This is an optimization exercise on Yosys and OpenROAD, whose aim is small area and a short achievable clock period, not a production implementation. Only simulation tests tie the RTL to the original design; equivalence was not proved. Power is estimated from default activity; no workload was simulated.

==> 04-13: inputs <==
==> flow/design.v (excerpt) <==
module sync_fifo #(
  parameter integer ENTRIES      = 20,
  parameter integer ENTRIES_LOG2 = $clog2(ENTRIES),
  parameter integer DATA_WIDTH   = 64
) (
  input  wire                   i_clk,
  input  wire                   i_rstn,
  input  wire                   i_wren,
  input  wire                   i_rden,
  input  wire [DATA_WIDTH-1:0]  i_data,
  output wire                   o_data_vld,
  output wire [DATA_WIDTH-1:0]  o_data,
  output wire                   o_overflow,
  output wire                   o_underflow
);
==> module sync_fifo, before the edit <==
module sync_fifo #(
  parameter integer ENTRIES      = 20,
  parameter integer ENTRIES_LOG2 = $clog2(ENTRIES),
  parameter integer DATA_WIDTH   = 64
) (
  input  wire                   i_clk,
  input  wire                   i_rstn,
  input  wire                   i_wren,
  input  wire                   i_rden,
  input  wire [DATA_WIDTH-1:0]  i_data,
  output wire                   o_data_vld,
  output wire [DATA_WIDTH-1:0]  o_data,
  output wire                   o_overflow,
  output wire                   o_underflow
);
localparam integer CW = $clog2(ENTRIES + 1);
reg  [DATA_WIDTH-1:0] mem [0:ENTRIES-1];
reg  [ENTRIES-1:0]    wr_oh;
reg  [ENTRIES-1:0]    rd_oh;
reg  [CW-1:0]         cnt;
reg                   full;
reg                   empty;
reg                   hio;
reg                   vld;
reg  [DATA_WIDTH-1:0] dout;
wire pop  = i_rden & (~empty | i_wren);
wire push = i_wren & (~full  | i_rden);
integer k;
always @(posedge i_clk) begin
  for (k = 0; k < ENTRIES; k = k + 1)
    if (wr_oh[k])
      mem[k] <= i_data;
end
reg [DATA_WIDTH-1:0] rdata;
always @(*) begin
  rdata = {DATA_WIDTH{1'b0}};
  for (k = 0; k < ENTRIES; k = k + 1)
    rdata = rdata | (mem[k] & {DATA_WIDTH{rd_oh[k] & ~empty}});
  rdata = rdata | (i_data & {DATA_WIDTH{empty}});
end
always @(posedge i_clk) begin
  if (!hio)
    dout <= rdata;
end
always @(posedge i_clk) begin
  if (!i_rstn) begin
    wr_oh <= {{(ENTRIES-1){1'b0}}, 1'b1};
    rd_oh <= {{(ENTRIES-1){1'b0}}, 1'b1};
    cnt   <= {CW{1'b0}};
    full  <= 1'b0;
    empty <= 1'b1;
    hio   <= 1'b0;
    vld   <= 1'b0;
  end else begin
    if (push) wr_oh <= {wr_oh[ENTRIES-2:0], wr_oh[ENTRIES-1]};
    if (pop)  rd_oh <= {rd_oh[ENTRIES-2:0], rd_oh[ENTRIES-1]};
    if (push & ~pop) begin
      cnt   <= cnt + 1'b1;
      empty <= 1'b0;
      full  <= (cnt == ENTRIES - 1);
    end else if (pop & ~push) begin
      cnt   <= cnt - 1'b1;
      full  <= 1'b0;
      empty <= (cnt == 1);
    end
    hio <= full & ~pop;
    vld <= pop;
  end
end
assign o_data      = dout;
assign o_data_vld  = vld;
assign o_overflow  = full;
assign o_underflow = empty;
endmodule
==> flow/config.mk <==
export PLATFORM = sky130hd
export DESIGN_NAME = sync_fifo
export DESIGN_NICKNAME = sync_fifo
export VERILOG_FILES = /design/flow/design.v
export SDC_FILE = /design/flow/constraint.sdc
export NUM_CORES = 4
export LEC_CHECK = 0
export CAP_MARGIN = 20
export CORE_MARGIN = 2
export CORE_UTILIZATION = 65
export CTS_BUF_LIST = sky130_fd_sc_hd__clkbuf_4 sky130_fd_sc_hd__clkbuf_8
export SLEW_MARGIN = 20
==> flow/constraint.sdc <==
create_clock -name core_clock -period 5.0 [get_ports {i_clk}]
set_input_delay 1.0000 -clock core_clock [delete_from_list [all_inputs] [get_ports {i_clk}]]
set_output_delay 1.0000 -clock core_clock [all_outputs]
set_load 0.01 [all_outputs]
run.sh (not shown) runs the stock make flow with config.mk's settings and CLKGATE_MAP_FILE= SYNTH_SCRIPT=/design/flow/synth_recipe.tcl, a recipe that flattens the netlist after the stock synthesis.
==> inputs of 09-25, as changes to 04-13 <==
==> flow/design.v (replaced) <==
module sync_fifo #(
  parameter integer ENTRIES      = 20,
  parameter integer ENTRIES_LOG2 = $clog2(ENTRIES),
  parameter integer DATA_WIDTH   = 64
) (
  input  wire                   i_clk,
  input  wire                   i_rstn,
  input  wire                   i_wren,
  input  wire                   i_rden,
  input  wire [DATA_WIDTH-1:0]  i_data,
  output wire                   o_data_vld,
  output wire [DATA_WIDTH-1:0]  o_data,
  output wire                   o_overflow,
  output wire                   o_underflow
);
localparam integer CW = $clog2(ENTRIES + 1);
reg  [DATA_WIDTH-1:0] mem [0:ENTRIES-1];
reg  [ENTRIES-1:0]    wr_oh;
reg  [ENTRIES-1:0]    rsel;
reg                   byp;
reg                   full_i;
reg  [CW-1:0]         cnt;
reg                   full_q;
reg                   empty_q;
reg                   vld_q;
reg  [DATA_WIDTH-1:0] dout;
genvar g;
wire pop  = i_rden & (~byp  | i_wren);
wire push = i_wren & (~full_i | i_rden);
wire [ENTRIES-1:0] wen;
sync_fifo_wen #(.N(ENTRIES)) u_wen (
  .sel(wr_oh), .full(full_i), .rden(i_rden), .wen(wen)
);
integer k;
always @(posedge i_clk) begin
  for (k = 0; k < ENTRIES; k = k + 1)
    if (wen[k])
      mem[k] <= i_data;
end
localparam integer NT = ENTRIES + 1;
localparam integer NG = (NT + 2) / 3;
wire [DATA_WIDTH-1:0] tdat [0:3*NG-1];
wire [3*NG-1:0]       tsel;
generate
  for (g = 0; g < 3*NG; g = g + 1) begin : term
    if (g < ENTRIES) begin : m
      assign tdat[g] = mem[g];
      assign tsel[g] = rsel[g];
    end else if (g == ENTRIES) begin : d
      assign tdat[g] = i_data;
      assign tsel[g] = byp;
    end else begin : z
      assign tdat[g] = {DATA_WIDTH{1'b0}};
      assign tsel[g] = 1'b0;
    end
  end
endgenerate
wire [DATA_WIDTH-1:0] grp_n [0:NG-1];
generate
  for (g = 0; g < NG; g = g + 1) begin : grp
    sync_fifo_aoi3 #(.W(DATA_WIDTH)) u_aoi (
      .d0(tdat[3*g]), .d1(tdat[3*g+1]), .d2(tdat[3*g+2]),
      .s(tsel[3*g+2:3*g]),
      .y_n(grp_n[g])
    );
  end
endgenerate
reg [DATA_WIDTH-1:0] rdata_n;
always @(*) begin
  rdata_n = {DATA_WIDTH{1'b1}};
  for (k = 0; k < NG; k = k + 1)
    rdata_n = rdata_n & grp_n[k];
end
always @(posedge i_clk)
  dout <= ~rdata_n;
wire [CW-1:0] cnt_nx = (push & ~pop) ? cnt + 1'b1 :
                       (pop & ~push) ? cnt - 1'b1 : cnt;
wire empty_nx = byp    ? ~(push & ~pop) : ((cnt == 1) & pop & ~push);
wire full_nx  = full_i ? ~(pop & ~push) : ((cnt == ENTRIES - 1) & push & ~pop);
wire [ENTRIES-1:0] rsel_rot = {rsel[ENTRIES-2:0], rsel[ENTRIES-1]};
wire [ENTRIES-1:0] rsel_nx  = empty_nx ? {ENTRIES{1'b0}} :
                              byp      ? wr_oh :
                              pop      ? rsel_rot : rsel;
always @(posedge i_clk) begin
  if (!i_rstn) begin
    wr_oh   <= {{(ENTRIES-1){1'b0}}, 1'b1};
    rsel    <= {ENTRIES{1'b0}};
    byp     <= 1'b1;
    full_i  <= 1'b0;
    cnt     <= {CW{1'b0}};
    full_q  <= 1'b0;
    empty_q <= 1'b1;
    vld_q   <= 1'b0;
  end else begin
    if (push) wr_oh <= {wr_oh[ENTRIES-2:0], wr_oh[ENTRIES-1]};
    rsel    <= rsel_nx;
    byp     <= empty_nx;
    full_i  <= full_nx;
    cnt     <= cnt_nx;
    full_q  <= (cnt_nx == ENTRIES);
    empty_q <= (cnt_nx == 0);
    vld_q   <= pop;
  end
end
assign o_data      = dout;
assign o_data_vld  = vld_q;
assign o_overflow  = full_q;
assign o_underflow = empty_q;
endmodule
module sync_fifo_aoi3 #(
  parameter integer W = 64
) (
  input  wire [W-1:0] d0,
  input  wire [W-1:0] d1,
  input  wire [W-1:0] d2,
  input  wire [2:0]   s,
  output wire [W-1:0] y_n
);
assign y_n = ~((d0 & {W{s[0]}}) | (d1 & {W{s[1]}}) | (d2 & {W{s[2]}}));
endmodule
module sync_fifo_wen #(
  parameter integer N = 20
) (
  input  wire [N-1:0] sel,
  input  wire         full,
  input  wire         rden,
  output wire [N-1:0] wen
);
assign wen = sel & {N{~full | rden}};
endmodule
==> flow/flow/run.sh (new file) <==
#!/bin/bash
cp standard.sh standard_sh_copy.log
export BUFFER_PORTS_ARGS="-buffer_cell sky130_fd_sc_hd__buf_2"
bash standard.sh > standard.log 2>&1
==> flow/standard.sh (new file) <==
#!/bin/bash
# synth_recipe.tcl (not shown) runs the flow's synth.tcl, then flattens the netlist and writes it again
# the make line also repeats each setting of config.mk as NAME=value (left out here)
make -C /OpenROAD-flow-scripts/flow DESIGN_CONFIG=/design/flow/config.mk WORK_HOME=/design/flow/orfs CLKGATE_MAP_FILE= SYNTH_SCRIPT=/design/flow/synth_recipe.tcl "${@:-finish}"
- CTS_BUF_LIST: sky130_fd_sc_hd__clkbuf_4 sky130_fd_sc_hd__clkbuf_8 -> unset
- CTS_CLUSTER_DIAMETER: unset -> 100
- CTS_CLUSTER_SIZE: unset -> 30
- SETUP_SLACK_MARGIN: unset -> 3.1
- SYNTH_HIERARCHICAL: unset -> 1
- SYNTH_MINIMUM_KEEP_SIZE: unset -> 0
- TNS_END_PERCENT: unset -> 30
removed: flow/run.sh
==> notes.md <==
- Against 09-25, the sequential share of layout area of 04-13 is lower by 3.8 points.
- In 09-25 the register-to-register slack is better than in 04-13, by 1.5 ns.
- Sequential power is about the same in 09-25 and 04-13.
- 04-13 completed without violations. 09-25 completed without violations.
- In 04-13 the non-clock buffer count is lower than in 09-25, by 49.
- Against 04-13, the hold slack of 09-25 is worse by 0.055 ns.
- Of 09-25 and 04-13, 04-13 has the higher utilization (gap 3.2 points).

==> what the ideal ports hide <==
The results above use ideal ports. As a check the final layouts listed here were re-extracted and re-timed, cells and wires unchanged. Step 1 (the two cells are an assumption about what drives the block):
set clk [get_ports {i_clk}]
set_driving_cell -lib_cell sky130_fd_sc_hd__clkbuf_16 $clk
set_driving_cell -lib_cell sky130_fd_sc_hd__buf_2 [delete_from_list [all_inputs] $clk]
Step 2, shift: input delay + t, output delay - t, t = (earliest + latest rising clock arrival at the registers) / 2. This alone moves slack from input paths to output paths. Three values: no drivers, after step 1, after step 2; two values: the first two.
run | t, ns | setup WS [ns] | worst register clock-pin slew, ns
04-13 | 0.925 | 1.214 / 1.144 / 1.289 | 0.07 / 0.07
09-25 | 0.728 | 2.870 / 2.801 / 2.274 | 0.12 / 0.12
After both steps setup and hold are still met in every run listed. The setup slack of 09-25, which loses most, moves by -0.069 ns with the drivers and by -0.596 ns with both steps.
